Context: an optimization exercise on an open-source flow, tuned for small area and a short achievable clock period. The choices shown serve that exercise and are no tape-out recipe.
Where RTL was checked, it was by simulation tests only, not by an equivalence proof against the original.
No functional check of the RTL was part of runs 2 to 7.
Power is estimated from default activity; no workload was simulated.

[flow/config.mk]
export PLATFORM = sky130hd
export DESIGN_NAME = fifo
export DESIGN_NICKNAME = fifo
export VERILOG_FILES = /design/flow/design.v
export SDC_FILE = /design/flow/constraint.sdc
export NUM_CORES = 4
export LEC_CHECK = 0
export CAP_MARGIN = 20
export CORE_MARGIN = 2
export CORE_UTILIZATION = 40
export SETUP_SLACK_MARGIN = 1.0
export SLEW_MARGIN = 20
[flow/constraint.sdc]
create_clock -name core_clock -period 3.5 [get_ports {clock}]
set_input_delay 0.7000 -clock core_clock [delete_from_list [all_inputs] [get_ports {clock}]]
set_output_delay 0.7000 -clock core_clock [all_outputs]
set_load 0.01 [all_outputs]
[flow/design.v]
`timescale 1ns/1ns
module fifo(clock,reset,pin,sin,din,pout,dout, TM, SI, S0);
input clock,reset; 
input pin, sin; 
input [8:0] din;
output pout ; 
output [8:0] dout;
output S0;
input TM, SI; 
reg full,empty ;  
reg mem_write, mem_read; 
reg [4:0] full_w,memw,full_r,memr; 
reg pout;
assign S0 = memw[4] ; 
mem32x9 mem (.clock   (clock),
             .waddr (memw), 
             .wdata (din), 
             .write (mem_write),
             .raddr (memr), 
             .rdata (dout)
            );
always @ (*)
begin
  if((memw + 5'd1) == memr)
    full = 1'b1 ;
  else 
    full = 1'b0 ; 
  if(memw == memr)
    empty = 1'b1 ;
  else 
    empty = 1'b0 ; 
  mem_write = pin & !full ;
  mem_read = !sin & !empty;
  if(mem_write) 
    full_w = memw + 1'b1 ; else 
    full_w = memw  ;
  if(mem_read) 
    full_r = memr + 1'b1 ; else 
    full_r = memr  ;
  if(!empty)
    pout = 1'b1;
  else 
    pout = 1'b0;
end
always @ (posedge clock or posedge(reset))
begin
  if(reset) begin
    	memw <= 0;
  end else begin
 	memw <= ( (TM)? ({memw[3:0], memr[4]}): full_w );
  end
end
always @ (posedge clock or posedge(reset))
begin
  if(reset) begin
    	memr <= 0;
  end else begin
   	memr <= ( (TM)? ({memr[3:0], SI}): full_r );
  end
end
endmodule
`timescale 1ns/10ps
module mem32x9(input clock,input [4:0] waddr, 
    input [8:0] wdata, input write,
    input [4:0] raddr, output [8:0] rdata);
reg [8:0] mem[0:31];
reg [8:0] rdataf;
assign rdata = rdataf;
always @(*) begin
  rdataf = mem[raddr];
end
always @(posedge(clock)) begin
  if(write) begin
    mem[waddr]<=wdata;
  end
end
endmodule
[flow/run.sh]
#!/bin/bash
# synth_recipe.tcl (not shown) runs the flow's synth.tcl, then flattens the netlist and writes it again
# the make line also repeats each setting of config.mk as NAME=value (left out here)
make -C /OpenROAD-flow-scripts/flow DESIGN_CONFIG=/design/flow/config.mk WORK_HOME=/design/flow/orfs CLKGATE_MAP_FILE= SYNTH_SCRIPT=/design/flow/synth_recipe.tcl finish
==> results of run 1 <==
routing by layer:
| metal | vias up | global-route usage | routed length [um] |
|---|---|---|---|
| li1 | 2618 | - | - |
| met4 | 0 | 0.0355 | 507 |
| met3 | 39 | 0.0262 | 1320 |
| met1 | 3187 | 0.226 | 11000 |
| met5 | - | 0 | 0 |
| met2 | 175 | 0.291 | 13400 |
area by class of cell:
class                      count  area (sq um)  area share
clock inverter                20           149      0.0103
timing repair buffer         101          1020      0.0706
clock buffer                  36           795      0.0547
multi-input combinational    246          3120       0.215
inverter                       6          22.5     0.00155
tap                          390           488      0.0336
sequential                   298          8910       0.614
sequential cells by signal (all words and copies together) (netlist names):
register,flops
memr,5
mem.mem,288
memw,5
worst max path at each step:
stage	cells after the start	to	slack [ns]
2_1_floorplan	7	dout[0]	1.00
3_3_place_gp	5	dout[1]	0.15
3_5_place_dp	5	dout[3]	0.14
4_1_cts	8	dout[3]	0.04
5_1_grt	8	dout[3]	-0.02
6_report	8	dout[3]	0.05
power groups by stage:
stage | Sequential [mW] | Combinational, mW | Clock [mW]
2_1_floorplan | 4.29 | 1.69 | 0
3_3_place_gp | 4.44 | 2.37 | 0
3_5_place_dp | 4.45 | 2.40 | 0
4_1_cts | 4.37 | 2.74 | 3.09
5_1_grt | 4.41 | 3.02 | 3.21
6_report | 4.38 | 2.86 | 3.03
cells in the mapped netlist, types with 3 or more instances:
library cell  instances
edfxtp_1            288
mux4_2               72
nor2_1               36
mux2i_1              21
mux2_2               19
clkbuf_1             17
nand2_1              14
dfrtp_1              10
a221o_1               9
o22ai_1               9
a21oi_1               8
buf_2                 6
buf_6                 6
inv_1                 6
nand3_1               6
ha_1                  5
o21ai_0               5
xnor2_1               5
nor2b_1               4
xor2_1                4
buf_1                 3
buf_4                 3
o211ai_1              3
cell usage in the layout, fill, tap and decap left out, types with 6 or more instances in the layout:
master / count
a221o_1: 9
buf_12: 8
mux2_2: 14
mux2i_4: 6
buf_16: 7
nand2_1: 14
clkdlybuf4s50_1: 14
mux2i_1: 7
buf_2: 11
a21oi_1: 8
clkbuf_16: 31
mux4_2: 72
nor2_1: 35
clkinv_1: 8
buf_4: 57
edfxtp_1: 288
mux2i_2: 8
clkinv_2: 7
through the flow:
stage                     setup TNS [ns]  power, mW  std cells  cell area [sq um]  setup slack [ns]
after floorplan                        0       5.98        584              12000              1.00
after global placement                 0       6.81       1016              13000             0.147
after detailed placement               0       6.85       1016              13000             0.142
after CTS                              0       10.2       1091              14400            0.0358
after global routing             -0.0199       10.6       1097              14500           -0.0199
final                                  0       10.3       1097              14500            0.0463
critical path: cells and delay by family (launching register included):
| kind | cells | cell delay (ns) |
|---|---|---|
| multiplexers | 2 | 0.66 |
| flip-flops | 1 | 0.49 |
| buffers and inverters | 4 | 0.61 |
| AO/OA/AOI/OAI | 2 | 0.45 |
kinds of logic after synthesis:
logic type               Yosys count
multiplexers                     112
AND/OR/NAND/NOR                   76
AO/OA/AOI/OAI                     43
flip-flops                       298
adder cells (fa/ha/maj)            5
buffers and inverters             41
XOR/XNOR                           9
what timing repair did:
action	4_1_cts	5_1_grt
pin swaps	7	6
endpoints found under the setup margin	298	166
gates cloned	5	1
hold buffers	0	0
setup buffers	14	5
gates resized for setup	91	14
==> flow_metrics.env, run 1 <==
export IMPL_status="no timing/DRC/antenna violations"
export IMPL_rsz0062_at_grt="yes"
export IMPL_crit_chain="buf_12, buf_12, buf_16, mux4_2, mux2i_2, o22ai_2, a221o_1, buf_2"
export IMPL_power_switching_mw=2.94
export IMPL_finish_utilization=0.491
export IMPL_fp_dieH_um=177
export IMPL_async_reset_ff_frac=0.0336
export IMPL_path_class="flop to output pin"
export IMPL_combPwrFrac=0.278
export IMPL_ys_ff_latch=298
export IMPL_cp_required_ns=2.80
export IMPL_yosysWarnings=2
export IMPL_power_internal_mw=7.34
export IMPL_cts_max_path_buffers=3
export IMPL_synth_edf_count=288
export IMPL_fmax_ghz=0.290
export IMPL_grt_pass1_vias=6214
export IMPL_maxSlewHeadroom=0.564
export IMPL_syn_inst=584
export IMPL_reg2reg_from="memr[0]"
export IMPL_max_cap_violations=0
export IMPL_clkTransAtPathRegs_ns=0.06
export IMPL_htree_levels=1
export IMPL_cts_root_buf="clkbuf_16"
export IMPL_pin_count=26
export IMPL_layout_drive_gt1_share=0.371
export IMPL_drt_iter0_markers=559
export IMPL_pwr_share_clk=0.295
export IMPL_cts_sinks=298
export IMPL_post_route_min_period_ns=3.45
export IMPL_postRouteAntennaNets=0
export IMPL_synth_top_area_cell="edfxtp_1"
export IMPL_final_nets=703
export IMPL_arrival_ns=2.75
export IMPL_diodes=0
export IMPL_n_fill_cell=2391
export IMPL_clock_latency_ns=0.54
export IMPL_antenna_found_initial=0
export IMPL_drcViolationCount=0
export IMPL_core_area_sq_um=29600
export IMPL_start_util=0.405
export IMPL_seq_power_share=0.427
export IMPL_io_buffers=25
export IMPL_hpwl_um=15700
export IMPL_via_count=6019
export IMPL_dominantRegCellSynth="edfxtp_1"
export IMPL_swShare=0.286
export IMPL_crit_fanout=7
export IMPL_drt_total_wl_um=26200
export IMPL_crit_path_start="memr[0]"
export IMPL_p_leak_nw=4.68
export IMPL_worstSetupEndpointType="output pin"
export IMPL_skew_ns=0.0125
export IMPL_fp_row_count=63
export IMPL_synthAdderAreaFrac=0.00522
export IMPL_dieArea_sq_um=31400
export IMPL_synth_mux_area_frac=0.171
export IMPL_synth_area_top_cells="edfxtp_1, mux4_2, dfrtp_1"
export IMPL_wl_per_cell_um=23.8
export IMPL_synth_top_cell_area_share=0.722
export IMPL_peakVddDrop_v=0.000408
export IMPL_finalSetupViolations=0
export IMPL_synth_cell_types=41
export IMPL_slowest_delay_ns=0.49
export IMPL_synth_top_family_by_area="multiplexers"
export IMPL_cts_tree="yes"
export IMPL_syn_to_final_growth_pct=21.2
export IMPL_worst_pin_slew_ns=0.652
export IMPL_grt_pass1_wl_um=38600
export IMPL_synth_seq_area_share=0.743
export IMPL_start_kind="flop"
export IMPL_grt_use_total=0.168
export IMPL_synth_simple_area_share=0.0306
export IMPL_crit_slowest_cell="dfrtp_4"
export IMPL_r2r_end="mem.mem[3][5]"
export IMPL_fin_crit_sh=0.987
export IMPL_grt_max_degree=47
export IMPL_dr_pass1_iters=5
export IMPL_regToRegSetupSlack_ns=0.99
export IMPL_synthesis_area_sq_um=12000
export IMPL_drv_slew=0
export IMPL_power_density_nw_per_um2=708
export IMPL_yosys_area_share_xor_xnor=0.00658
export IMPL_cp_common_cell="buf_12"
export IMPL_overflow=0
export IMPL_syn_nets=604
export IMPL_gp_congestion=0.780
export IMPL_dieWidth_um=177
export IMPL_viasPerCell=5.49
export IMPL_reg2regPathDepth=9
export IMPL_hold_path_class="input pin to asynchronous set/reset pin"
export IMPL_holdWs_ns=0.457
export IMPL_hold_viol=0
export IMPL_cts_buffers_inserted=30
export IMPL_synth_compound_area_frac=0.0259
export IMPL_syn_avg_cell_area_sq_um=20.5
==> inputs of run 2 (changes only) <==
==> flow/design.v (replaced) <==
`timescale 1ns/1ns
module fifo(clock,reset,pin,sin,din,pout,dout, TM, SI, S0);
input clock,reset;
input pin, sin;
input [8:0] din;
output pout;
output [8:0] dout;
output S0;
input TM, SI;
reg [4:0] memw, memr;    
reg       ne;            
reg       full;          
reg [8:0] dq;            
reg [8:0] mem [0:31];
assign pout = ne;
assign S0   = memw[4];
assign dout = dq;
wire write = pin & ~full;
wire pop   = ~sin & ne;
wire [4:0] w1 = memw + 5'd1;
wire [4:0] r1 = memr + 5'd1;
wire [4:0] wt = {memw[3:0], memr[4]};       
wire one    = (memw == r1);                   
wire thirty = ((memw + 5'd2) == memr);        
wire tne0   = (wt != {memr[3:0], 1'b0});
wire tne1   = (wt != {memr[3:0], 1'b1});
wire tfu0   = ((wt + 5'd1) == {memr[3:0], 1'b0});
wire tfu1   = ((wt + 5'd1) == {memr[3:0], 1'b1});
wire tby0   = (memw == {memr[3:0], 1'b0});
wire tby1   = (memw == {memr[3:0], 1'b1});
wire [4:0] raddr = TM ? {memr[3:0], SI} : r1;
wire [8:0] rd = mem[raddr];
wire byp = write & (TM ? (SI ? tby1 : tby0) : (pop ? one : ~ne));
always @(posedge clock) begin
  if (write) mem[memw] <= din;
  dq <= byp ? din : ((TM | pop) ? rd : dq);
end
always @(posedge clock or posedge reset) begin
  if (reset) begin
    memw <= 5'd0;
    memr <= 5'd0;
    ne   <= 1'b0;
    full <= 1'b0;
  end else if (TM) begin
    memw <= wt;
    memr <= {memr[3:0], SI};
    ne   <= SI ? tne1 : tne0;
    full <= SI ? tfu1 : tfu0;
  end else begin
    memw <= memw + {4'd0, write};
    memr <= memr + {4'd0, pop};
    if (write & ~pop) begin
      ne   <= 1'b1;
      full <= thirty;
    end else if (pop & ~write) begin
      ne   <= ~one;
      full <= 1'b0;
    end
  end
end
endmodule
--- a/flow/config.mk
+++ b/flow/config.mk
@@ -8,5 +8,5 @@
 export CAP_MARGIN = 20
 export CORE_MARGIN = 2
-export CORE_UTILIZATION = 40
-export SETUP_SLACK_MARGIN = 1.0
+export CORE_UTILIZATION = 60
+export SETUP_SLACK_MARGIN = 1.7
 export SLEW_MARGIN = 20
==> run 2 against run 1 <==
Against the previous run: count of clock-buffer cells in the layout up 4; global-route usage up 14 points; synthesized cell count up 66%; routed wire length up 57%; critical path depth unchanged; critical path type is now flop to flop; final cell count up 28%; non-clock buffer count up 35; total power up 35%; sequential share of layout area down 9.4 points; highest routed layer unchanged.
==> flow_metrics.env, run 2 <==
export IMPL_status="no timing/DRC/antenna violations"
export IMPL_regToRegSetupSlack_ns=0.93
export IMPL_arrival_ns=2.88
export IMPL_core_area_sq_um=23600
export IMPL_start_util=0.616
export IMPL_start_kind="flop"
export IMPL_synth_edf_count=297
export IMPL_final_common_cell="edfxtp_1"
export IMPL_wl_per_cell_um=29.2
export IMPL_drcViolationCount=0
export IMPL_async_reset_ff_frac=0.0388
export IMPL_dieArea_sq_um=25500
export IMPL_min_from="full"
export IMPL_reg2regPathDepth=8
export IMPL_fp_dieH_um=160
export IMPL_dr_pass1_iters=8
export IMPL_finish_utilization=0.752
export IMPL_drt_total_wl_um=41000
export IMPL_top_register="mem"
export IMPL_fin_area_sq_um=17700
export IMPL_postRouteAntennaNets=0
export IMPL_reg2reg_from="memr[0]"
export IMPL_maxSlewHeadroom=0.255
export IMPL_setup_tns_ns=0
export IMPL_hpwl_um=22800
export IMPL_synth_area_top_cells="edfxtp_1, mux2_2, a22oi_1"
export IMPL_cp_num_buf_inv=1
export IMPL_cts_hold_buf=0
export IMPL_syn_to_final_growth_pct=22.0
export IMPL_max_cap_violations=0
export IMPL_pin_count=26
export IMPL_syn_avg_cell_area_sq_um=15.0
export IMPL_crit_chain="ha_4, and2b_4, buf_8, a22oi_2, a21oi_2, o22ai_2, mux2_4, a221oi_4"
export IMPL_overflow=0
export IMPL_syn_nets=992
export IMPL_mostFrequentLayoutCells="edfxtp_1, mux2_2, a22oi_1"
export IMPL_grt_pass1_vias=9753
export IMPL_peakVddDrop_v=0.000641
export IMPL_cts_buffers_inserted=34
export IMPL_grt_pass1_wl_um=59200
export IMPL_crit_fanout=7
export IMPL_worstSetupEndpointType="flop"
export IMPL_seq_area_sq_um=9240
export IMPL_power_density_nw_per_um2=784
export IMPL_whs_path_depth=1
export IMPL_cts_root_buf="clkbuf_16"
export IMPL_path_class="flop to flop"
export IMPL_fp_row_count=56
export IMPL_synth_most_common_cell="edfxtp_1"
export IMPL_viasPerCell=6.92
export IMPL_dieWidth_um=160
export IMPL_cp_required_ns=3.81
export IMPL_synth_seq_area_share=0.634
export IMPL_synth_cell_types=70
export IMPL_cts_sinks=309
export IMPL_synth_top_cell_area_share=0.613
export IMPL_grt_max_degree=103
export IMPL_r2r_end="dq[8]"
export IMPL_htree_levels=2
export IMPL_drv_slew=0
export IMPL_post_route_min_period_ns=2.57
export IMPL_ys_ff_latch=309
export IMPL_via_count=9727
export IMPL_rsz0062_at_grt="yes"
export IMPL_io_buffers=25
export IMPL_synthesis_area_sq_um=14500
export IMPL_largest_reg_flops=288
export IMPL_slowest_delay_ns=0.45
export IMPL_skew_ns=0.0114
export IMPL_gp_congestion=0.878
export IMPL_syn_inst=970
export IMPL_worst_pin_slew_ns=1.12
export IMPL_holdPathEnd="full"
export IMPL_grt_use_total=0.309
export IMPL_cts_max_path_buffers=3
export IMPL_crit_slowest_cell="dfrtp_2"
export IMPL_diodes=0
export IMPL_synth_common_cells="edfxtp_1, mux2_2, a22oi_1, nor2_1, o21ai_0"
export IMPL_layout_drive_gt1_share=0.354
export IMPL_synth_top_area_cell="edfxtp_1"
export IMPL_antenna_found_initial=0
export IMPL_worst_slack_ns=0.933
export IMPL_fmax_ghz=0.390
export IMPL_n_fill_cell=1414
export IMPL_final_nets=1084
export IMPL_clkTransAtPathRegs_ns=0.06
export IMPL_yosysWarnings=1
export IMPL_cp_top_family="compound AO/OA/AOI/OAI gates"
export IMPL_dominantRegCellSynth="edfxtp_1"
export IMPL_dp_slack_ns=0.492
export IMPL_hold_path_class="flop to flop"
export IMPL_p_leak_nw=5.89
export IMPL_reg_top3="mem x288, dq x9"
export IMPL_holdWs_ns=0.503
export IMPL_multiInputGateArea_sq_um=5230
export IMPL_clock_latency_ns=0.51
export IMPL_place_area_sq_um=15300
export IMPL_drt_iter0_markers=1295
export IMPL_cts_tree="yes"
export IMPL_fin_crit_sh=0.734
export IMPL_hold_viol=0
export IMPL_finalSetupViolations=0
==> run 2: cell count changes after synthesis, sizes merged, moves of 14 or more <==
cell	previous run	this run
mux2	19	87
a221oi	0	44
mux4	72	28
a22oi	0	75
o21ai	5	47
buf	18	65
a22o	0	14
nor2	36	59
a21oi	8	44
mux2i	21	7
nand2	14	35
==> run 2: area by class of cell <==
cell class | count | share of cell area
clock inverters | 21 | 0.0112
multi-input cells | 571 | 0.295
well taps | 319 | 0.0225
clock buffers | 40 | 0.0504
inverters | 10 | 0.00254
repair buffers | 136 | 0.0984
flip-flops and latches | 309 | 0.520
==> run 2: logic make-up after synthesis <==
group	count (synthesis)	share of synthesized area
xor gates and xnor gates	24	0.0173
and+or+nand+nor	144	0.0471
adders and majority gates	7	0.00602
AOI/OAI and AO/OA	273	0.136
muxes	122	0.119
DFF	309	0.634
buffers and inverters	91	0.0415
==> run 2: how the worst max path moves through the flow <==
stage / cells after the start / start / slack, ns / end
CTS: 9 / memr[0] / 1.09 / dq[0]
global placement: 8 / memr[0] / 0.53 / dq[1]
detailed placement: 8 / memr[0] / 0.49 / dq[1]
finish: 8 / memr[0] / 0.93 / dq[8]
floorplan: 8 / SI / 1.12 / dq[0]
global route: 8 / memr[0] / 0.92 / dq[8]
==> run 2: timing repair <==
item | 4_1_cts | 5_1_grt
buffers inserted | 43 | 14
gates resized for setup | 113 | 37
gates cloned | 4 | 8
pin swaps | 27 | 26
setup endpoints to repair | 336 | 173
==> run 2: power by group <==
group | internal, mW | leakage, nW | total (mW) | switching [mW]
Sequential | 4.44 | 2.82 | 4.78 | 0.339
Clock | 2.12 | 0.534 | 3.53 | 1.40
Combinational | 2.44 | 2.54 | 5.61 | 3.17
==> run 2: stage by stage <==
| step | std cells | power (mW) |
|---|---|---|
| 3_5_place_dp | 1276 | 9.24 |
| 5_1_grt | 1406 | 14.4 |
| 3_3_place_gp | 1276 | 9.15 |
| 2_1_floorplan | 970 | 7.92 |
| 4_1_cts | 1384 | 13.4 |
| 6_report | 1406 | 13.9 |
==> run 2: routing by layer <==
layer | vias to the layer above | global-route usage | share of wire
met3 | 111 | 0.0535 | 0.090
met2 | 587 | 0.509 | 0.50
met5 | - | 0 | 0
met4 | 0 | 0.127 | 0.037
met1 | 4916 | 0.411 | 0.38
li1 | 4113 | - | -
==> inputs of run 3 (changes only) <==
--- a/flow/config.mk
+++ b/flow/config.mk
@@ -8,5 +8,5 @@
 export CAP_MARGIN = 20
 export CORE_MARGIN = 2
-export CORE_UTILIZATION = 60
-export SETUP_SLACK_MARGIN = 1.7
+export CORE_UTILIZATION = 40
+export SETUP_SLACK_MARGIN = 1.0
 export SLEW_MARGIN = 20
==> run 3 against run 2 <==
Against the previous run: sequential share of layout area up 1.7 points; largest power group unchanged; fmax up 1.2%; highest routed layer unchanged; largest cell class unchanged; final cell count up 9.7%; sequential power about the same.
==> flow_metrics.env, run 3 <==
export IMPL_status="no timing/DRC/antenna violations"
export IMPL_drt_total_wl_um=39900
export IMPL_grt_use_met3=0.0312
export IMPL_fp_dieH_um=195
export IMPL_crit_slowest_cell="mux4_1"
export IMPL_crit_chain="buf_12, nor2_1, a21oi_4, buf_12, clkbuf_16, mux4_1, a22o_1, nor2_2, a221oi_2"
export IMPL_cts_root_buf="clkbuf_16"
export IMPL_synthesis_area_sq_um=14500
export IMPL_postRouteAntennaNets=0
export IMPL_layout_drive_gt1_share=0.284
export IMPL_dieArea_sq_um=37900
export IMPL_synth_most_common_cell="edfxtp_1"
export IMPL_reg2reg_from="memr[0]"
export IMPL_syn_avg_cell_area_sq_um=15.0
export IMPL_crit_fanout=7
export IMPL_whs_path_depth=1
export IMPL_multiInputGateArea_sq_um=4910
export IMPL_post_route_min_period_ns=2.54
export IMPL_skew_ns=0.0196
export IMPL_start_util=0.408
export IMPL_cts_buffers_inserted=35
export IMPL_via_count=9338
export IMPL_cts_max_path_buffers=3
export IMPL_worstSetupEndpointType="flop"
export IMPL_power_density_nw_per_um2=783
export IMPL_arrival_ns=2.80
export IMPL_drcViolationCount=0
export IMPL_setup_tns_ns=0
export IMPL_start_kind="flop"
export IMPL_cts_sinks=309
export IMPL_dieWidth_um=195
export IMPL_drv_slew=0
export IMPL_finish_utilization=0.481
export IMPL_synth_cell_types=70
export IMPL_io_buffers=25
export IMPL_syn_to_final_growth_pct=18.0
export IMPL_gp_congestion=0.813
export IMPL_core_area_sq_um=35700
export IMPL_grt_pass1_wl_um=59500
export IMPL_path_class="flop to flop"
export IMPL_regToRegSetupSlack_ns=0.96
export IMPL_diodes=0
export IMPL_hpwl_um=23200
export IMPL_grt_use_total=0.209
export IMPL_cp_common_cell="buf_12"
export IMPL_syn_nets=992
export IMPL_max_cap_violations=0
export IMPL_viasPerCell=6.06
export IMPL_fin_crit_sh=0.725
export IMPL_p_leak_nw=5.71
export IMPL_dp_slack_ns=0.418
export IMPL_clock_latency_ns=0.54
export IMPL_largest_reg_flops=288
export IMPL_grt_max_degree=74
export IMPL_dominantRegCellSynth="edfxtp_1"
export IMPL_seq_area_sq_um=9220
export IMPL_overflow=0
export IMPL_async_reset_ff_frac=0.0388
export IMPL_synth_common_cells="edfxtp_1, mux2_2, a22oi_1, nor2_1, o21ai_0"
export IMPL_synth_top_area_cell="edfxtp_1"
export IMPL_worst_slack_ns=0.963
export IMPL_final_nets=1080
export IMPL_synth_area_top_cells="edfxtp_1, mux2_2, a22oi_1"
export IMPL_cp_required_ns=3.76
export IMPL_yosysWarnings=1
export IMPL_dr_pass1_iters=7
export IMPL_hold_path_class="flop to flop"
export IMPL_htree_levels=2
export IMPL_synth_seq_area_share=0.634
export IMPL_n_fill_cell=3051
export IMPL_peakVddDrop_v=0.000446
export IMPL_min_from="full"
export IMPL_r2r_end="dq[8]"
export IMPL_drt_iter0_markers=937
export IMPL_fmax_ghz=0.394
export IMPL_maxSlewHeadroom=0.365
export IMPL_top_usage_layer="met2"
export IMPL_clkTransAtPathRegs_ns=0.07
export IMPL_hold_viol=0
export IMPL_cp_num_buf_inv=3
export IMPL_reg_top3="mem x288, dq x9"
export IMPL_antenna_found_initial=0
export IMPL_worst_pin_slew_ns=0.950
export IMPL_holdPathEnd="full"
export IMPL_cts_tree="yes"
export IMPL_mostFrequentLayoutCells="edfxtp_1, mux2_2, buf_4"
export IMPL_final_common_cell="edfxtp_1"
export IMPL_rsz0062_at_grt="yes"
export IMPL_ys_ff_latch=309
export IMPL_wl_per_cell_um=25.9
export IMPL_cp_top_family="compound AO/OA/AOI/OAI gates"
export IMPL_finalSetupViolations=0
export IMPL_globalRouteMet2Util=0.342
export IMPL_reg2regPathDepth=9
export IMPL_synth_edf_count=297
export IMPL_grt_pass1_vias=9235
export IMPL_pin_count=26
export IMPL_syn_inst=970
export IMPL_fp_row_count=69
export IMPL_slowest_delay_ns=0.55
export IMPL_top_register="mem"
export IMPL_grt_use_met1=0.289
export IMPL_synth_top_cell_area_share=0.613
-- run 3: logic make-up (layout without fill, tap and decap cells) --
| family | Yosys count | count (layout) | share of synthesized area |
|---|---|---|---|
| buffers and inverters | 91 | 201 | 0.0415 |
| muxes | 122 | 123 | 0.119 |
| DFF | 309 | 309 | 0.634 |
| AOI/OAI and AO/OA | 273 | 273 | 0.136 |
| xor gates and xnor gates | 24 | 24 | 0.0173 |
| and+or+nand+nor | 144 | 144 | 0.0471 |
| adders and majority gates | 7 | 7 | 0.00602 |
-- run 3: layout make-up --
class	count	share of cell area
timing repair buffer	131	0.0795
sequential	309	0.538
clock inverter	16	0.00795
inverter	10	0.00219
tap	461	0.0336
clock buffer	44	0.0530
multi-input combinational	571	0.286
-- run 3: metal layers --
metal,part of all wire,up-vias
li1,-,4106
met1,0.42,4780
met2,0.48,382
met3,0.070,70
met4,0.025,0
met5,0,-
-- run 3: repair_timing --
item	in CTS	in global routing
buffers inserted	13	12
pin swaps	16	15
setup endpoints to repair	9	9
hold buffers	0	0
cloned	5	3
resized for setup	32	27
-- run 3: how the worst max path moves through the flow --
stage	start	to	cells after the start
final	memr[0]	dq[8]	9
after floorplan	SI	dq[0]	8
after global routing	memr[1]	dq[1]	11
after CTS	memr[4]	dq[6]	7
after global placement	TM	dq[8]	9
after detailed placement	TM	dq[8]	9
-- run 3: power by group --
| group | internal (mW) | total, mW | switching, mW |
|---|---|---|---|
| combinational | 2.35 | 5.19 | 2.85 |
| clock | 1.99 | 3.44 | 1.45 |
| sequential | 4.43 | 4.80 | 0.376 |
| total | 8.76 | 13.4 | 4.68 |
-- run 3: worst register-to-register path: cells and delay by family (launching register included) --
kind	cells	cell delay, ns
simple gates	2	0.26
flops	1	0.43
mux	1	0.55
compound gates	3	0.59
buf+inv	3	0.44
-- run 3: stage by stage --
step                power (mW)  cell area (sq um)  cells  hold slack (ns)
finish                    13.4              17200   1542            0.487
global route              14.0              17200   1542            0.498
CTS                       13.2              16900   1527            0.488
detailed placement        9.21              15400   1449            0.473
global placement          9.18              15400   1449            0.477
floorplan                 7.75              14500    970            0.457
==> inputs of run 4 (changes only) <==
--- a/flow/design.v
+++ b/flow/design.v
@@ -8,9 +8,9 @@
 output S0;
 input TM, SI;
-reg [4:0] memw, memr;    
-reg       ne;            
-reg       full;          
-reg [8:0] dq;            
-reg [8:0] mem [0:31];
+reg [4:0]   memw, memr;    
+reg         ne;            
+reg         full;          
+reg [8:0]   dq;            
+reg [287:0] mem;           
 assign pout = ne;
 assign S0   = memw[4];
@@ -18,5 +18,4 @@
 wire write = pin & ~full;
 wire pop   = ~sin & ne;
-wire [4:0] w1 = memw + 5'd1;
 wire [4:0] r1 = memr + 5'd1;
 wire [4:0] wt = {memw[3:0], memr[4]};       
@@ -29,11 +28,36 @@
 wire tby0   = (memw == {memr[3:0], 1'b0});
 wire tby1   = (memw == {memr[3:0], 1'b1});
-wire [4:0] raddr = TM ? {memr[3:0], SI} : r1;
-wire [8:0] rd = mem[raddr];
+wire [31:0] wdec = 32'd1 << memw;
+integer i;
+always @(posedge clock)
+  for (i = 0; i < 32; i = i + 1)
+    if (write & wdec[i]) mem[9*i +: 9] <= din;
+wire [31:0] rdec  = 32'd1 << memr;
+wire [15:0] rdec4 = 16'd1 << memr[3:0];
+wire [31:0] sel;
+genvar e, b;
+generate
+  for (e = 0; e < 32; e = e + 1) begin : g_sel
+    assign sel[e] = TM ? (rdec4[e >> 1] & (e % 2 ? SI : ~SI)) : rdec[(e + 31) % 32];
+  end
+endgenerate
+wire [8:0] rd;
+generate
+  for (b = 0; b < 9; b = b + 1) begin : g_rd
+    wire [10:0] g;
+    for (e = 0; e < 10; e = e + 1) begin : g_grp
+      fifo_aoi222 u (.a1(sel[3*e]),   .a2(mem[9*(3*e)+b]),
+                     .b1(sel[3*e+1]), .b2(mem[9*(3*e+1)+b]),
+                     .c1(sel[3*e+2]), .c2(mem[9*(3*e+2)+b]),
+                     .y(g[e]));
+    end
+    fifo_aoi22 u10 (.a1(sel[30]), .a2(mem[9*30+b]),
+                    .b1(sel[31]), .b2(mem[9*31+b]), .y(g[10]));
+    assign rd[b] = ~&g;
+  end
+endgenerate
 wire byp = write & (TM ? (SI ? tby1 : tby0) : (pop ? one : ~ne));
-always @(posedge clock) begin
-  if (write) mem[memw] <= din;
-  dq <= byp ? din : ((TM | pop) ? rd : dq);
-end
+always @(posedge clock)
+  if (byp | TM | pop) dq <= byp ? din : rd;
 always @(posedge clock or posedge reset) begin
   if (reset) begin
@@ -60,2 +84,8 @@
 end
 endmodule
+module fifo_aoi222(input a1, a2, b1, b2, c1, c2, output y);
+  assign y = ~((a1 & a2) | (b1 & b2) | (c1 & c2));
+endmodule
+module fifo_aoi22(input a1, a2, b1, b2, output y);
+  assign y = ~((a1 & a2) | (b1 & b2));
+endmodule
--- a/flow/config.mk
+++ b/flow/config.mk
@@ -11,2 +11,3 @@
 export SETUP_SLACK_MARGIN = 1.0
 export SLEW_MARGIN = 20
+export SYNTH_HIERARCHICAL = 1
==> run 4 against run 3 <==
Against the previous run: first-iteration DRC count grew 36%; clock power grew 4%; critical path type unchanged; register-to-register slack lost 0.26 ns; design area shrank 10%; still clean on timing, DRC and antenna; flip-flop and latch count is the same; via count shrank 17%; highest routed layer unchanged; combinational power shrank 46%; critical path depth is the same; sequential share of layout area grew 6.2 points; non-clock buffer count grew 45; die area shrank 17%.
==> flow_metrics.env, run 4 <==
export IMPL_status="no timing/DRC/antenna violations"
export IMPL_dr_pass1_iters=8
export IMPL_clock_latency_ns=0.52
export IMPL_worstSetupEndpointType="flop"
export IMPL_fin_area_sq_um=15400
export IMPL_dieArea_sq_um=31500
export IMPL_path_class="flop to flop"
export IMPL_antenna_found_initial=0
export IMPL_layout_drive_gt1_share=0.317
export IMPL_start_kind="flop"
export IMPL_overflow=0
export IMPL_synth_top_area_cell="edfxtp_1"
export IMPL_synth_simple_area_share=0.0691
export IMPL_max_cap_violations=0
export IMPL_synth_area_top_cells="edfxtp_1, a222oi_1, dfrtp_1"
export IMPL_worst_pin_slew_ns=1.02
export IMPL_cts_root_buf="clkbuf_16"
export IMPL_arrival_ns=3.07
export IMPL_crit_fanout=8
export IMPL_syn_inst=705
export IMPL_final_common_cell="edfxtp_1"
export IMPL_drcViolationCount=0
export IMPL_skew_ns=0.0307
export IMPL_syn_nets=732
export IMPL_fp_dieH_um=177
export IMPL_clkTransAtPathRegs_ns=0.06
export IMPL_io_buffers=25
export IMPL_drv_slew=0
export IMPL_place_area_sq_um=13700
export IMPL_synth_top_family_by_area="compound AO/OA/AOI/OAI gates"
export IMPL_viasPerCell=5.98
export IMPL_synth_top_cell_area_share=0.741
export IMPL_synth_cell_types=49
export IMPL_yosysWarnings=7
export IMPL_cts_sinks=309
export IMPL_via_count=7792
export IMPL_dominantRegCellSynth="edfxtp_1"
export IMPL_fin_crit_sh=0.800
export IMPL_async_reset_ff_frac=0.0388
export IMPL_place_inst=1218
export IMPL_synth_edf_count=297
export IMPL_grt_pass1_wl_um=48100
export IMPL_synth_common_cells="edfxtp_1, a222oi_1, nor2_1, nand4_1, nand2_1"
export IMPL_stdcell_count=1302
export IMPL_grt_use_total=0.206
export IMPL_synth_mux_area_frac=0.0130
export IMPL_r2r_end="dq[1]"
export IMPL_synth_compound_area_frac=0.110
export IMPL_wl_per_cell_um=24.8
export IMPL_post_route_min_period_ns=2.80
export IMPL_syn_avg_cell_area_sq_um=17.1
export IMPL_reg2regPathDepth=9
export IMPL_drt_total_wl_um=32300
export IMPL_p_leak_nw=5.12
export IMPL_grt_max_degree=36
export IMPL_synthAdderAreaFrac=0.0125
export IMPL_grt_pass1_vias=7682
export IMPL_syn_to_final_growth_pct=27.8
export IMPL_synth_most_common_cell="edfxtp_1"
export IMPL_diodes=0
export IMPL_cts_buffers_inserted=34
export IMPL_start_util=0.406
export IMPL_drt_iter0_markers=1276
export IMPL_largest_reg_flops=288
export IMPL_reg_top3="mem x288, dq x9"
export IMPL_final_nets=916
export IMPL_synthesis_area_sq_um=12000
export IMPL_pin_count=26
export IMPL_postRouteAntennaNets=0
export IMPL_maxSlewHeadroom=0.318
export IMPL_mostFrequentLayoutCells="edfxtp_1, buf_4, a222oi_1"
export IMPL_htree_levels=2
export IMPL_finalSetupViolations=0
export IMPL_synth_seq_area_share=0.766
export IMPL_rsz0062_at_grt="yes"
export IMPL_reg2reg_from="memr[2]"
export IMPL_gp_congestion=0.903
export IMPL_cp_required_ns=3.77
export IMPL_regToRegSetupSlack_ns=0.70
export IMPL_ys_ff_latch=309
export IMPL_yosys_area_share_xor_xnor=0.0181
export IMPL_fmax_ghz=0.357
export IMPL_peakVddDrop_v=0.000351
export IMPL_fp_row_count=63
export IMPL_hpwl_um=21600
export IMPL_core_area_sq_um=29600
export IMPL_power_density_nw_per_um2=716
export IMPL_hold_path_class="input pin to asynchronous set/reset pin"
export IMPL_hold_viol=0
export IMPL_cts_hold_buf=0
export IMPL_dieWidth_um=177
export IMPL_cts_max_path_buffers=3
export IMPL_holdWs_ns=0.518
export IMPL_cts_tree="yes"
export IMPL_top_register="mem"
-- run 4: changes by cell type after synthesis, sizes merged, moves of 25 or more --
cell,change
a21oi,-36
a221oi,-44
a222oi,+90
a22oi,-64
buf,-57
mux2,-74
mux4,-28
nand4,+25
o21ai,-33
-- run 4: worst max path at each step --
stage | start | slack (ns) | cells past startpoint | to
after floorplan | TM | 0.94 | 12 | dq[0]
after CTS | memr[1] | 0.76 | 9 | dq[7]
after detailed placement | TM | -0.23 | 12 | dq[3]
final | memr[2] | 0.70 | 9 | dq[1]
after global routing | memr[2] | 0.64 | 9 | dq[3]
after global placement | TM | -0.20 | 12 | dq[3]
-- run 4: critical path: stages (launching register included) --
cell and delay [ns]:
dfrtp_2 0.45, clkinvlp_4 0.19, ha_4 0.23, buf_4 0.15, nand2_1 0.10, o21ai_2 0.09
buf_4 0.18, a222oi_1 0.70, nand4_1 0.17, mux2_4 0.30
-- run 4: Yosys stat by module (local to each module, per instance) --
module | copies in the design | flops+latches
fifo | 1 | 309
fifo_aoi22 | 9 | 0
fifo_aoi222 | 90 | 0
-- run 4: report_power, final --
part | switching, mW | leakage [nW] | internal, mW
clock | 1.43 | 0.548 | 2.15
sequential | 0.236 | 2.83 | 4.41
combinational | 1.57 | 1.74 | 1.22
-- run 4: stage by stage --
stage / TNS (ns) / util / setup WS [ns] / total power [mW]
final: 0 / 0.519 / 0.702 / 11.0
after global routing: 0 / 0.519 / 0.637 / 11.4
after CTS: 0 / 0.513 / 0.759 / 10.9
after detailed placement: -1.39 / 0.462 / -0.226 / 7.07
after global placement: -1.02 / 0.462 / -0.204 / 7.02
after floorplan: 0 / - / 0.944 / 6.06
-- run 4: cell families after synthesis --
family / after synthesis
and+or+nand+nor: 168
muxes: 14
adders and majority gates: 12
xor gates and xnor gates: 24
DFF: 309
buffers and inverters: 34
AOI/OAI and AO/OA: 144
-- run 4: what timing repair did --
action	CTS	global route
endpoints found under the setup margin	18	19
cloned	3	0
pin swaps	43	43
gates resized for setup	69	26
setup buffers	14	8
-- run 4: routing by layer --
| layer | share of wire | GRT usage | wire (um) | vias up |
|---|---|---|---|---|
| li1 | - | - | - | 3369 |
| met1 | 0.41 | 0.288 | 13100 | 3931 |
| met2 | 0.48 | 0.329 | 15400 | 431 |
| met3 | 0.088 | 0.0362 | 2830 | 61 |
| met4 | 0.030 | 0.0683 | 956 | 0 |
| met5 | 0 | 0 | 0 | - |
-- run 4: cell type report --
class	instances	area [sq um]
clock buffer	39	891
clock inverter	20	244
fill	2422	14300
inverter	5	22.5
multi-input combinational	363	3030
sequential	309	9220
tap	390	488
timing repair buffer	176	1490
==> inputs of run 5 (changes only) <==
--- a/flow/config.mk
+++ b/flow/config.mk
@@ -8,6 +8,7 @@
 export CAP_MARGIN = 20
 export CORE_MARGIN = 2
-export CORE_UTILIZATION = 40
-export SETUP_SLACK_MARGIN = 1.0
+export CORE_UTILIZATION = 55
+export CTS_BUF_LIST = sky130_fd_sc_hd__clkbuf_4 sky130_fd_sc_hd__clkbuf_8
+export SETUP_SLACK_MARGIN = 1.2
 export SLEW_MARGIN = 20
 export SYNTH_HIERARCHICAL = 1
==> run 5 against run 4 <==
Against the previous run: still clean; total power decreased by 6.6%; register-to-register slack got worse by 0.09 ns; final cell count decreased by 7.5%; routed wire length decreased by 4.8%; design area decreased by 3.6%; fmax decreased by 3.3%; synthesized cell count unchanged; flip-flop and latch count unchanged; highest routed layer unchanged.
==> flow_metrics.env, run 5 <==
export IMPL_clkTransAtPathRegs_ns=0.06
export IMPL_yosysWarnings=7
export IMPL_syn_to_final_growth_pct=23.2
export IMPL_mostFrequentLayoutCells="edfxtp_1, buf_4, a222oi_1"
export IMPL_grt_pass1_wl_um=46900
export IMPL_dieWidth_um=152
export IMPL_syn_inst=705
export IMPL_dr_pass1_iters=7
export IMPL_hpwl_um=20100
export IMPL_holdWs_ns=0.470
export IMPL_regToRegSetupSlack_ns=0.61
export IMPL_fp_dieH_um=152
export IMPL_diodes=0
export IMPL_final_common_cell="edfxtp_1"
export IMPL_drt_total_wl_um=30800
export IMPL_drcViolationCount=0
export IMPL_worstSetupEndpointType="flop"
export IMPL_io_buffers=25
export IMPL_synth_edf_count=297
export IMPL_synthesis_area_sq_um=12000
export IMPL_skew_ns=0.0317
export IMPL_overflow=0
export IMPL_dieArea_sq_um=23100
export IMPL_viasPerCell=6.37
export IMPL_grt_pass1_vias=7605
export IMPL_place_area_sq_um=13500
export IMPL_grt_max_degree=34
export IMPL_htree_levels=2
export IMPL_layout_drive_gt1_share=0.307
export IMPL_fin_crit_sh=0.827
export IMPL_crit_fanout=8
export IMPL_path_class="flop to flop"
export IMPL_start_util=0.557
export IMPL_slowest_delay_ns=0.44
export IMPL_async_reset_ff_frac=0.0388
export IMPL_crit_chain="buf_4, ha_4, a32oi_4, nor2_4, a222oi_1, buf_4, nand4_1, buf_6, nor2_4, nand4_1, mux2_4"
export IMPL_ys_ff_latch=309
export IMPL_reg_top3="mem x288, dq x9"
export IMPL_fmax_ghz=0.346
export IMPL_arrival_ns=3.18
export IMPL_max_cap_violations=0
export IMPL_via_count=7671
export IMPL_postRouteAntennaNets=0
export IMPL_hold_viol=0
export IMPL_n_fill_cell=1460
export IMPL_synth_seq_area_share=0.766
export IMPL_synth_most_common_cell="edfxtp_1"
export IMPL_reg2regPathDepth=11
export IMPL_antenna_found_initial=0
export IMPL_clock_latency_ns=0.57
export IMPL_wl_per_cell_um=25.5
export IMPL_top_register="mem"
export IMPL_cts_hold_buf=0
export IMPL_synth_area_top_cells="edfxtp_1, a222oi_1, dfrtp_1"
export IMPL_grt_use_total=0.269
export IMPL_crit_slowest_cell="dfrtp_2"
export IMPL_cp_required_ns=3.79
export IMPL_core_area_sq_um=21600
export IMPL_cts_root_buf="clkbuf_8"
export IMPL_p_leak_nw=4.99
export IMPL_final_nets=915
export IMPL_start_kind="flop"
export IMPL_gp_congestion=0.914
export IMPL_largest_reg_flops=288
export IMPL_syn_nets=732
export IMPL_dominantRegCellSynth="edfxtp_1"
export IMPL_drt_iter0_markers=1209
export IMPL_cts_max_path_buffers=3
export IMPL_worst_pin_slew_ns=0.870
export IMPL_synth_top_cell_area_share=0.741
export IMPL_post_route_min_period_ns=2.89
export IMPL_synth_top_area_cell="edfxtp_1"
export IMPL_cts_buffers_inserted=48
export IMPL_drv_slew=0
export IMPL_syn_avg_cell_area_sq_um=17.1
export IMPL_status="no timing/DRC/antenna violations"
export IMPL_fp_row_count=54
export IMPL_peakVddDrop_v=0.000512
export IMPL_cts_sinks=309
export IMPL_cts_tree="yes"
export IMPL_synth_common_cells="edfxtp_1, a222oi_1, nor2_1, nand4_1, nand2_1"
export IMPL_hold_path_class="input pin to asynchronous set/reset pin"
export IMPL_synth_cell_types=49
export IMPL_power_density_nw_per_um2=694
export IMPL_finalSetupViolations=0
export IMPL_fin_area_sq_um=14800
export IMPL_rsz0062_at_grt="yes"
export IMPL_maxSlewHeadroom=0.418
export IMPL_pin_count=26
## run 5: cell count changes in the layout (fill, tap and decap cells not counted), sizes merged
cell,change
buf,-15
o211ai,+1
clkinv,+8
clkdlybuf4s15,-2
nor2,-1
clkbuf,+27
bufinv,-3
clkinvlp,-3
dlygate4sd2,+1
## run 5: path summary, 6_finish.rpt
check                             start  endpoint
worst max-delay path            memr[0]     dq[2]
worst min-delay path              reset   memw[3]
worst max register to register  memr[0]     dq[2]
worst min register to register       ne        ne
max in group asynchronous         reset   memr[3]
min in group core_clock              ne        ne
## run 5: Yosys stat by module, one instance, submodules excluded
module / flops+latches / times used / cells inside
fifo: 309 / 1 / 606
fifo_aoi22: 0 / 9 / 1
fifo_aoi222: 0 / 90 / 1
## run 5: logic make-up after synthesis
logic type / share of synthesized area
fa+ha+maj: 0.0125
buf+inv: 0.0121
flops: 0.766
simple gates: 0.0691
xor+xnor: 0.0181
compound gates: 0.110
mux: 0.0130
## run 5: layout make-up
cell class / count / area [sq um] / share of cell area
sequential: 309 / 9220 / 0.622
inverter: 5 / 18.8 / 0.00127
tap: 280 / 350 / 0.0236
clock inverter: 22 / 124 / 0.00835
multi-input combinational: 363 / 2990 / 0.202
timing repair buffer: 161 / 1320 / 0.0890
clock buffer: 65 / 801 / 0.0540
## run 5: timing repair
action	4_1_cts	5_1_grt
endpoints found under the setup margin	19	18
pin swaps	28	16
gates resized for setup	53	12
buffers inserted	13	2
cloned	2	0
## run 5: worst max-delay path, delay by kind of cell, from the launching register on
family / cells / cell delay [ns]
simple gates: 4 / 0.46
compound gates: 2 / 0.68
mux: 1 / 0.28
flops: 1 / 0.44
fa+ha+maj: 1 / 0.19
buf+inv: 3 / 0.55
## run 5: through the flow
step	std cells	setup slack, ns	util	TNS, ns	total power [mW]
detailed placement	1101	-0.297	0.624	-1.20	7.05
floorplan	705	0.944	-	0	6.06
CTS	1203	0.623	0.683	0	10.2
finish	1205	0.607	0.686	0	10.3
global route	1205	0.505	0.686	0	10.7
global placement	1101	-0.161	0.623	-1.12	7.00
## run 5: per-layer routing
layer,share of wire,GRT usage,up-vias,routed length (um)
li1,-,-,3373,-
met1,0.43,0.402,3808,13200
met2,0.45,0.405,421,13800
met3,0.086,0.0482,69,2650
met4,0.035,0.0921,0,1090
met5,0,0,-,0
## run 5: power by group
part	internal, mW	switching, mW
registers	4.41	0.225
clock network	1.56	1.33
logic	1.20	1.56
==> inputs of run 6 (changes only) <==
--- a/flow/design.v
+++ b/flow/design.v
@@ -33,11 +33,23 @@
   for (i = 0; i < 32; i = i + 1)
     if (write & wdec[i]) mem[9*i +: 9] <= din;
-wire [31:0] rdec  = 32'd1 << memr;
-wire [15:0] rdec4 = 16'd1 << memr[3:0];
-wire [31:0] sel;
+wire [7:0] hn, ht;                   
+wire [3:0] ln, lt;                   
 genvar e, b;
 generate
+  for (e = 0; e < 8; e = e + 1) begin : g_hi
+    assign hn[e] = (memr[4:2] == e);
+    assign ht[e] = (memr[3:1] == e);
+  end
+  for (e = 0; e < 4; e = e + 1) begin : g_lo
+    assign ln[e] = ~TM & (memr[1:0] == e);
+    assign lt[e] = TM & ({memr[0], SI} == e);
+  end
+endgenerate
+wire [31:0] sel;
+generate
   for (e = 0; e < 32; e = e + 1) begin : g_sel
-    assign sel[e] = TM ? (rdec4[e >> 1] & (e % 2 ? SI : ~SI)) : rdec[(e + 31) % 32];
+    fifo_ao22 u (.a1(hn[((e + 31) % 32) / 4]), .a2(ln[(e + 31) % 4]),
+                 .b1(ht[e / 4]),               .b2(lt[e % 4]),
+                 .x(sel[e]));
   end
 endgenerate
@@ -45,14 +57,14 @@
 generate
   for (b = 0; b < 9; b = b + 1) begin : g_rd
-    wire [10:0] g;
-    for (e = 0; e < 10; e = e + 1) begin : g_grp
-      fifo_aoi222 u (.a1(sel[3*e]),   .a2(mem[9*(3*e)+b]),
-                     .b1(sel[3*e+1]), .b2(mem[9*(3*e+1)+b]),
-                     .c1(sel[3*e+2]), .c2(mem[9*(3*e+2)+b]),
-                     .y(g[e]));
+    wire [3:0] g;
+    for (e = 0; e < 4; e = e + 1) begin : g_grp
+      wire [7:0] m;
+      genvar k;
+      for (k = 0; k < 8; k = k + 1) begin : g_m
+        assign m[k] = mem[9*(8*e+k)+b];
+      end
+      fifo_andor8 u (.s(sel[8*e +: 8]), .m(m), .y(g[e]));
     end
-    fifo_aoi22 u10 (.a1(sel[30]), .a2(mem[9*30+b]),
-                    .b1(sel[31]), .b2(mem[9*31+b]), .y(g[10]));
-    assign rd[b] = ~&g;
+    assign rd[b] = |g;
   end
 endgenerate
@@ -84,8 +96,8 @@
 end
 endmodule
-module fifo_aoi222(input a1, a2, b1, b2, c1, c2, output y);
-  assign y = ~((a1 & a2) | (b1 & b2) | (c1 & c2));
+module fifo_ao22(input a1, a2, b1, b2, output x);
+  assign x = (a1 & a2) | (b1 & b2);
 endmodule
-module fifo_aoi22(input a1, a2, b1, b2, output y);
-  assign y = ~((a1 & a2) | (b1 & b2));
+module fifo_andor8(input [7:0] s, input [7:0] m, output y);
+  assign y = |(s & m);
 endmodule
--- a/flow/config.mk
+++ b/flow/config.mk
@@ -10,5 +10,5 @@
 export CORE_UTILIZATION = 55
 export CTS_BUF_LIST = sky130_fd_sc_hd__clkbuf_4 sky130_fd_sc_hd__clkbuf_8
-export SETUP_SLACK_MARGIN = 1.2
+export SETUP_SLACK_MARGIN = 1.0
 export SLEW_MARGIN = 20
 export SYNTH_HIERARCHICAL = 1
==> run 6 against run 5 <==
Against the previous run: critical path depth shrank 2; total power shrank 3.4%; area after synthesis grew 1.2%; critical endpoint is now dq[4]; largest cell class unchanged.
==> flow_metrics.env, run 6 <==
export IMPL_status="no timing/DRC/antenna violations"
export IMPL_reg2regPathDepth=9
export IMPL_syn_nets=754
export IMPL_wl_per_cell_um=27.9
export IMPL_ys_ff_latch=309
export IMPL_synth_seq_area_share=0.757
export IMPL_layout_drive_gt1_share=0.326
export IMPL_gp_congestion=0.903
export IMPL_r2r_end="dq[4]"
export IMPL_crit_slowest_cell="or4_1"
export IMPL_place_inst=1108
export IMPL_crit_chain="ha_4, nor2b_4, buf_6, a22o_4, buf_6, a22oi_2, nand4_1, or4_1, mux2_2"
export IMPL_fmax_ghz=0.343
export IMPL_async_reset_ff_frac=0.0388
export IMPL_grt_use_total=0.286
export IMPL_pin_count=26
export IMPL_worstSetupEndpointType="flop"
export IMPL_grt_max_degree=34
export IMPL_dr_pass1_iters=6
export IMPL_synth_common_cells="edfxtp_1, a22oi_1, nor2_1, nand4_1, a22o_1"
export IMPL_regToRegSetupSlack_ns=0.58
export IMPL_maxSlewHeadroom=0.315
export IMPL_grt_pass1_wl_um=49300
export IMPL_top_register="mem"
export IMPL_synth_edf_count=297
export IMPL_syn_to_final_growth_pct=24.5
export IMPL_setup_tns_ns=0
export IMPL_synthesis_area_sq_um=12200
export IMPL_finish_utilization=0.697
export IMPL_hpwl_um=22300
export IMPL_syn_avg_cell_area_sq_um=16.7
export IMPL_via_count=7865
export IMPL_path_class="flop to flop"
export IMPL_worst_pin_slew_ns=1.02
export IMPL_cp_common_cell="buf_6"
export IMPL_drt_total_wl_um=34100
export IMPL_hold_path_class="input pin to asynchronous set/reset pin"
export IMPL_max_cap_violations=0
export IMPL_synth_cell_types=46
export IMPL_reg2reg_from="memr[1]"
export IMPL_cts_max_path_buffers=3
export IMPL_antenna_found_initial=2
export IMPL_fp_row_count=54
export IMPL_stdcell_count=1223
export IMPL_finalSetupViolations=0
export IMPL_htree_levels=2
export IMPL_hold_viol=0
export IMPL_start_util=0.560
export IMPL_final_common_cell="edfxtp_1"
export IMPL_dieWidth_um=153
export IMPL_post_route_min_period_ns=2.92
export IMPL_rsz0062_at_grt="yes"
export IMPL_slowest_delay_ns=0.57
export IMPL_cts_sinks=309
export IMPL_skew_ns=0.0311
export IMPL_p_leak_nw=5.17
export IMPL_arrival_ns=3.24
export IMPL_clock_latency_ns=0.59
export IMPL_cts_hold_buf=0
export IMPL_io_buffers=25
export IMPL_fp_dieH_um=153
export IMPL_power_density_nw_per_um2=655
export IMPL_cp_required_ns=3.82
export IMPL_dieArea_sq_um=23400
export IMPL_synth_top_area_cell="edfxtp_1"
export IMPL_synth_area_top_cells="edfxtp_1, a22oi_1, dfrtp_1"
export IMPL_core_area_sq_um=21800
export IMPL_synth_top_cell_area_share=0.732
export IMPL_fin_area_sq_um=15200
export IMPL_dominantRegCellSynth="edfxtp_1"
export IMPL_drv_slew=0
export IMPL_place_area_sq_um=13500
export IMPL_viasPerCell=6.43
export IMPL_syn_inst=729
export IMPL_fin_crit_sh=0.833
export IMPL_start_kind="flop"
export IMPL_cts_tree="yes"
export IMPL_peakVddDrop_v=0.000420
export IMPL_largest_reg_flops=288
export IMPL_reg_top3="mem x288, dq x9"
export IMPL_grt_pass1_vias=7809
export IMPL_cts_root_buf="clkbuf_8"
export IMPL_postRouteAntennaNets=0
export IMPL_synth_most_common_cell="edfxtp_1"
export IMPL_yosysWarnings=7
export IMPL_final_nets=928
export IMPL_drt_iter0_markers=883
export IMPL_crit_fanout=7
export IMPL_cts_buffers_inserted=49
export IMPL_mostFrequentLayoutCells="edfxtp_1, a22oi_1, buf_4"
export IMPL_overflow=0
export IMPL_clkTransAtPathRegs_ns=0.06
export IMPL_drcViolationCount=0
[run 6: layout make-up]
type / instances / area, sq um
sequential: 309 / 9220
fill: 1461 / 6590
multi-input combinational: 399 / 3440
timing repair buffer: 136 / 1170
clock buffer: 65 / 795
tap: 280 / 350
clock inverter: 25 / 145
inverter: 8 / 35.0
antenna: 1 / 2.50
[run 6: cells by family after synthesis]
family                   count (synthesis)  share of synthesized area
AO/OA/AOI/OAI                          198                      0.127
XOR/XNOR                                24                     0.0194
adder cells (fa/ha/maj)                 10                     0.0103
buffers and inverters                   27                     0.0110
flip-flops                             309                      0.757
multiplexers                            12                     0.0114
AND/OR/NAND/NOR                        149                     0.0642
[run 6: critical path: cells and delay by family, from the launching register on]
family,cells,cell delay [ns]
AOI/OAI and AO/OA,2,0.47
adders and majority gates,1,0.19
buffers and inverters,2,0.27
DFF,1,0.50
muxes,1,0.27
and+or+nand+nor,3,0.98
[run 6: per-module statistics from Yosys (local to each module, per instance)]
module / copies in the design / cells
fifo: 1 / 517
fifo_andor8: 36 / 5
fifo_ao22: 32 / 1
[run 6: how the worst max path moves through the flow]
stage,startpoint,endpoint,cells past startpoint
after floorplan,TM,dq[7],8
after global placement,TM,dq[4],10
after detailed placement,TM,dq[4],10
after CTS,memr[0],dq[2],9
after global routing,memr[1],dq[4],9
final,memr[1],dq[4],9
[run 6: per-layer routing]
metal	track usage	routed length, um	vias to the layer above
li1	-	-	3411
met1	0.404	13900	3991
met2	0.463	16200	398
met3	0.0510	3090	63
met4	0.0842	883	2
met5	0	8	-
[run 6: timing repair]
| action | 4_1_cts | 5_1_grt |
|---|---|---|
| endpoints found under the setup margin | 10 | 9 |
| cloned | 2 | 4 |
| buffers inserted | 10 | 8 |
| resized for setup | 99 | 26 |
| pin swaps | 36 | 26 |
[run 6: stage by stage]
stage / worst slack, ns / power (mW) / hold WS (ns)
finish: 0.583 / 9.94 / 0.469
global route: 0.533 / 10.3 / 0.500
CTS: 0.668 / 9.87 / 0.470
detailed placement: -0.163 / 6.76 / 0.540
global placement: -0.163 / 6.71 / 0.530
floorplan: 0.812 / 5.90 / 0.474
[run 6: power breakdown]
| part | switching (mW) | internal, mW |
|---|---|---|
| clock network | 1.37 | 1.56 |
| logic | 1.35 | 1.02 |
| registers | 0.250 | 4.40 |
==> inputs of run 7 (changes only) <==
--- a/flow/design.v
+++ b/flow/design.v
@@ -10,5 +10,4 @@
 reg [4:0]   memw, memr;    
 reg         ne;            
-reg         full;          
 reg [8:0]   dq;            
 reg [287:0] mem;           
@@ -16,4 +15,5 @@
 assign S0   = memw[4];
 assign dout = dq;
+wire full  = ((memw + 5'd1) == memr);
 wire write = pin & ~full;
 wire pop   = ~sin & ne;
@@ -21,9 +21,6 @@
 wire [4:0] wt = {memw[3:0], memr[4]};       
 wire one    = (memw == r1);                   
-wire thirty = ((memw + 5'd2) == memr);        
 wire tne0   = (wt != {memr[3:0], 1'b0});
 wire tne1   = (wt != {memr[3:0], 1'b1});
-wire tfu0   = ((wt + 5'd1) == {memr[3:0], 1'b0});
-wire tfu1   = ((wt + 5'd1) == {memr[3:0], 1'b1});
 wire tby0   = (memw == {memr[3:0], 1'b0});
 wire tby1   = (memw == {memr[3:0], 1'b1});
@@ -77,20 +74,15 @@
     memr <= 5'd0;
     ne   <= 1'b0;
-    full <= 1'b0;
   end else if (TM) begin
     memw <= wt;
     memr <= {memr[3:0], SI};
     ne   <= SI ? tne1 : tne0;
-    full <= SI ? tfu1 : tfu0;
   end else begin
     memw <= memw + {4'd0, write};
     memr <= memr + {4'd0, pop};
-    if (write & ~pop) begin
-      ne   <= 1'b1;
-      full <= thirty;
-    end else if (pop & ~write) begin
-      ne   <= ~one;
-      full <= 1'b0;
-    end
+    if (write & ~pop)
+      ne <= 1'b1;
+    else if (pop & ~write)
+      ne <= ~one;
   end
 end
==> run 7 against run 6 <==
Against the previous run: still clean on timing, DRC and antenna; sequential share of layout area down 2.6 points; sequential power shrank 1%; final cell count down 1.1%; flip-flop and latch count down 1; utilization increased by 3.0 points; die area fell by 0.41%; worst hold slack lost 0.011 ns; largest cell class unchanged; largest power group unchanged.
==> flow_metrics.env, run 7 <==
export IMPL_status="no timing/DRC/antenna violations"
export IMPL_fin_crit_sh=0.820
export IMPL_start_kind="flop"
export IMPL_p_total_mw=10.8
export IMPL_worst_slack_ns=0.631
export IMPL_max_cap_violations=0
export IMPL_reg_top3="mem x288, dq x9"
export IMPL_layout_drive_gt1_share=0.394
export IMPL_io_buffers=25
export IMPL_wl_per_cell_um=31.3
export IMPL_dp_slack_ns=-0.269
export IMPL_synth_common_cells="edfxtp_1, a22oi_1, nand4_1, a22o_1, nor2_1"
export IMPL_cts_buffers_inserted=48
export IMPL_fp_row_count=54
export IMPL_grt_use_total=0.319
export IMPL_path_class="flop to flop"
export IMPL_drv_slew=0
export IMPL_worst_pin_slew_ns=1.25
export IMPL_crit_chain="inv_1, nor2_1, a22o_2, a22oi_2, nand4_1, or4_1, mux2_2"
export IMPL_cts_max_path_buffers=3
export IMPL_top_register="mem"
export IMPL_setup_tns_ns=0
export IMPL_htree_levels=2
export IMPL_synth_area_top_cells="edfxtp_1, a22oi_1, a22o_1"
export IMPL_finish_utilization=0.727
export IMPL_syn_inst=726
export IMPL_via_count=8205
export IMPL_synthesis_area_sq_um=12100
export IMPL_start_util=0.558
export IMPL_clkTransAtPathRegs_ns=0.06
export IMPL_n_fill_cell=1392
export IMPL_cts_hold_buf=0
export IMPL_dominantRegCellSynth="edfxtp_1"
export IMPL_post_route_min_period_ns=2.87
export IMPL_dieArea_sq_um=23300
export IMPL_finalSetupViolations=0
export IMPL_maxSlewHeadroom=0.161
export IMPL_synth_top_cell_area_share=0.735
export IMPL_gp_congestion=0.969
export IMPL_crit_fanout=10
export IMPL_antenna_found_initial=1
export IMPL_synth_most_common_cell="edfxtp_1"
export IMPL_arrival_ns=3.20
export IMPL_yosysWarnings=7
export IMPL_syn_nets=755
export IMPL_pin_count=26
export IMPL_power_density_nw_per_um2=681
export IMPL_cp_required_ns=3.83
export IMPL_final_nets=926
export IMPL_postRouteAntennaNets=0
export IMPL_crit_slowest_cell="dfrtp_2"
export IMPL_worstSetupEndpointType="flop"
export IMPL_core_area_sq_um=21800
export IMPL_grt_pass1_wl_um=53200
export IMPL_fp_dieH_um=153
export IMPL_skew_ns=0.0162
export IMPL_diodes=0
export IMPL_fmax_ghz=0.349
export IMPL_async_reset_ff_frac=0.0357
export IMPL_ys_ff_latch=308
export IMPL_mostFrequentLayoutCells="edfxtp_1, a22oi_1, a22oi_2"
export IMPL_drt_iter0_markers=1162
export IMPL_largest_reg_flops=288
export IMPL_synth_edf_count=297
export IMPL_place_inst=1068
export IMPL_viasPerCell=6.78
export IMPL_stdcell_count=1210
export IMPL_clock_latency_ns=0.58
export IMPL_overflow=0
export IMPL_peakVddDrop_v=0.000518
export IMPL_synth_cell_types=45
export IMPL_dieWidth_um=153
export IMPL_syn_to_final_growth_pct=30.3
export IMPL_syn_avg_cell_area_sq_um=16.7
export IMPL_slowest_delay_ns=0.51
export IMPL_hold_path_class="input pin to asynchronous set/reset pin"
export IMPL_cts_sinks=308
export IMPL_final_common_cell="edfxtp_1"
export IMPL_rsz0062_at_grt="yes"
export IMPL_drt_total_wl_um=37900
export IMPL_synth_top_area_cell="edfxtp_1"
export IMPL_synth_seq_area_share=0.758
export IMPL_drcViolationCount=0
export IMPL_cts_root_buf="clkbuf_8"
export IMPL_grt_max_degree=33
export IMPL_grt_pass1_vias=7872
export IMPL_dr_pass1_iters=5
export IMPL_hold_viol=0
export IMPL_hpwl_um=23500
export IMPL_p_leak_nw=5.21
export IMPL_cts_tree="yes"
run 7: cell types whose count changed after synthesis, moves of 5 or more:
cell | before | now
nand2_1 | 15 | 21
nor3_1 | 4 | 17
nand3_1 | 10 | 5
a21oi_1 | 1 | 8
nor4_1 | 0 | 8
nor2_1 | 49 | 28
run 7: cell families (layout without fill, tap and decap cells):
logic type | Yosys count | count (layout) | synth area share
AND/OR/NAND/NOR | 141 | 143 | 0.0620
buffers and inverters | 33 | 225 | 0.0119
adder cells (fa/ha/maj) | 14 | 14 | 0.0144
flip-flops | 308 | 308 | 0.758
AO/OA/AOI/OAI | 195 | 205 | 0.125
XOR/XNOR | 20 | 20 | 0.0157
multiplexers | 15 | 15 | 0.0136
run 7: metal layers:
| metal | track usage | vias to the layer above | share of wire |
|---|---|---|---|
| met3 | 0.0939 | 106 | 0.12 |
| met2 | 0.486 | 557 | 0.47 |
| met5 | 0 | - | 0.00042 |
| met1 | 0.441 | 4117 | 0.37 |
| li1 | - | 3423 | - |
| met4 | 0.126 | 2 | 0.041 |
run 7: worst max-delay path: cells and delay by family, from the launching register on:
kind,cells,cell delay (ns)
buffers and inverters,1,0.20
AND/OR/NAND/NOR,3,0.88
multiplexers,1,0.27
flip-flops,1,0.51
AO/OA/AOI/OAI,2,0.75
run 7: per-module statistics from Yosys, one instance, submodules excluded:
| module | copies in the design | cell area (sq um) | cells inside | flops+latches |
|---|---|---|---|---|
| fifo | 1 | 10500 | 514 | 308 |
| fifo_andor8 | 36 | 36.3 | 5 | 0 |
| fifo_ao22 | 32 | 8.76 | 1 | 0 |
run 7: per-stage QoR:
stage          hold WS [ns]  area, sq um
2_1_floorplan         0.552        12400
3_3_place_gp          0.714        13300
3_5_place_dp          0.710        13300
4_1_cts               0.458        15300
5_1_grt               0.497        15800
6_report              0.458        15800
run 7: power by group:
part,internal (mW),switching (mW)
clock,1.58,1.34
sequential,4.41,0.192
combinational,1.32,1.93
total,7.31,3.46
run 7: layout make-up:
| type | instances | area, sq um | share of cell area |
|---|---|---|---|
| Sequential cell | 308 | 9200 | 0.582 |
| Clock inverter | 20 | 150 | 0.00950 |
| Clock buffer | 63 | 773 | 0.0489 |
| Inverter | 14 | 62.6 | 0.00396 |
| Tap cell | 280 | 350 | 0.0222 |
| Timing Repair Buffer | 128 | 1320 | 0.0836 |
| Multi-Input combinational cell | 397 | 3950 | 0.250 |
run 7: worst paths after layout:
| path | from | cells after the start | slack [ns] | to |
|---|---|---|---|---|
| min in group core_clock | memr[4] | 1 | 0.76 | memw[0] |
| setup reg to reg | memr[4] | 7 | 0.63 | dq[7] |
| hold / removal | reset | 2 | 0.46 | memr[1] |
| setup / recovery | memr[4] | 7 | 0.63 | dq[7] |
| hold reg to reg | memr[4] | 1 | 0.76 | memw[0] |
| max in group asynchronous | reset | 2 | 2.67 | memr[0] |
run 7: what timing repair did:
item                       4_1_cts  5_1_grt
buffers inserted                26        6
setup endpoints to repair      312      311
pin swaps                       45       25
gates resized for setup        158       85
cloned                          16       11

==> static timing again, ports no longer ideal <==
No port has a modelled driver above. Below, the same layouts with a new extraction and two added sets of constraints.
Step 1 assumes that a clkbuf_16 drives the clock port and a buf_2 every other input.
Step 2 moves the port delays by t, midway between the first and last clock arrival at a register: inputs arrive t later, outputs are due t later. That takes back most of the time a late clock gives input paths.
Three values: ideal ports, drivers, drivers and shift; two values: the first two.
| run | shift t [ns] | setup slack, ns | hold WS [ns] | clock arrival spread, ns | pins driven straight from the clock port |
|---|---|---|---|---|---|
| run 1 | 0.587 | 0.046 / -0.002 / 0.585 | 0.457 / 0.431 / 0.721 | 0.013 / 0.013 | 1 |
| run 2 | 0.552 | 0.933 / 0.933 / 0.476 | 0.503 / 0.503 / 0.503 | 0.015 / 0.015 | 1 |
| run 3 | 0.582 | 0.963 / 0.963 / 0.499 | 0.487 / 0.475 / 0.487 | 0.022 / 0.022 | 1 |
| run 4 | 0.556 | 0.702 / 0.702 / 0.180 | 0.518 / 0.487 / 0.663 | 0.032 / 0.031 | 1 |
| run 5 | 0.594 | 0.607 / 0.607 / 0.119 | 0.470 / 0.451 / 0.642 | 0.031 / 0.032 | 1 |
| run 6 | 0.613 | 0.583 / 0.583 / 0.143 | 0.469 / 0.448 / 0.546 | 0.031 / 0.031 | 1 |
| run 7 | 0.619 | 0.631 / 0.631 / 0.083 | 0.458 / 0.436 / 0.761 | 0.019 / 0.019 | 1 |
After both steps setup and hold are still met in every run listed. For run 7, which loses most, drivers alone change the setup slack by 0.000 ns; drivers and shift together by -0.548 ns.
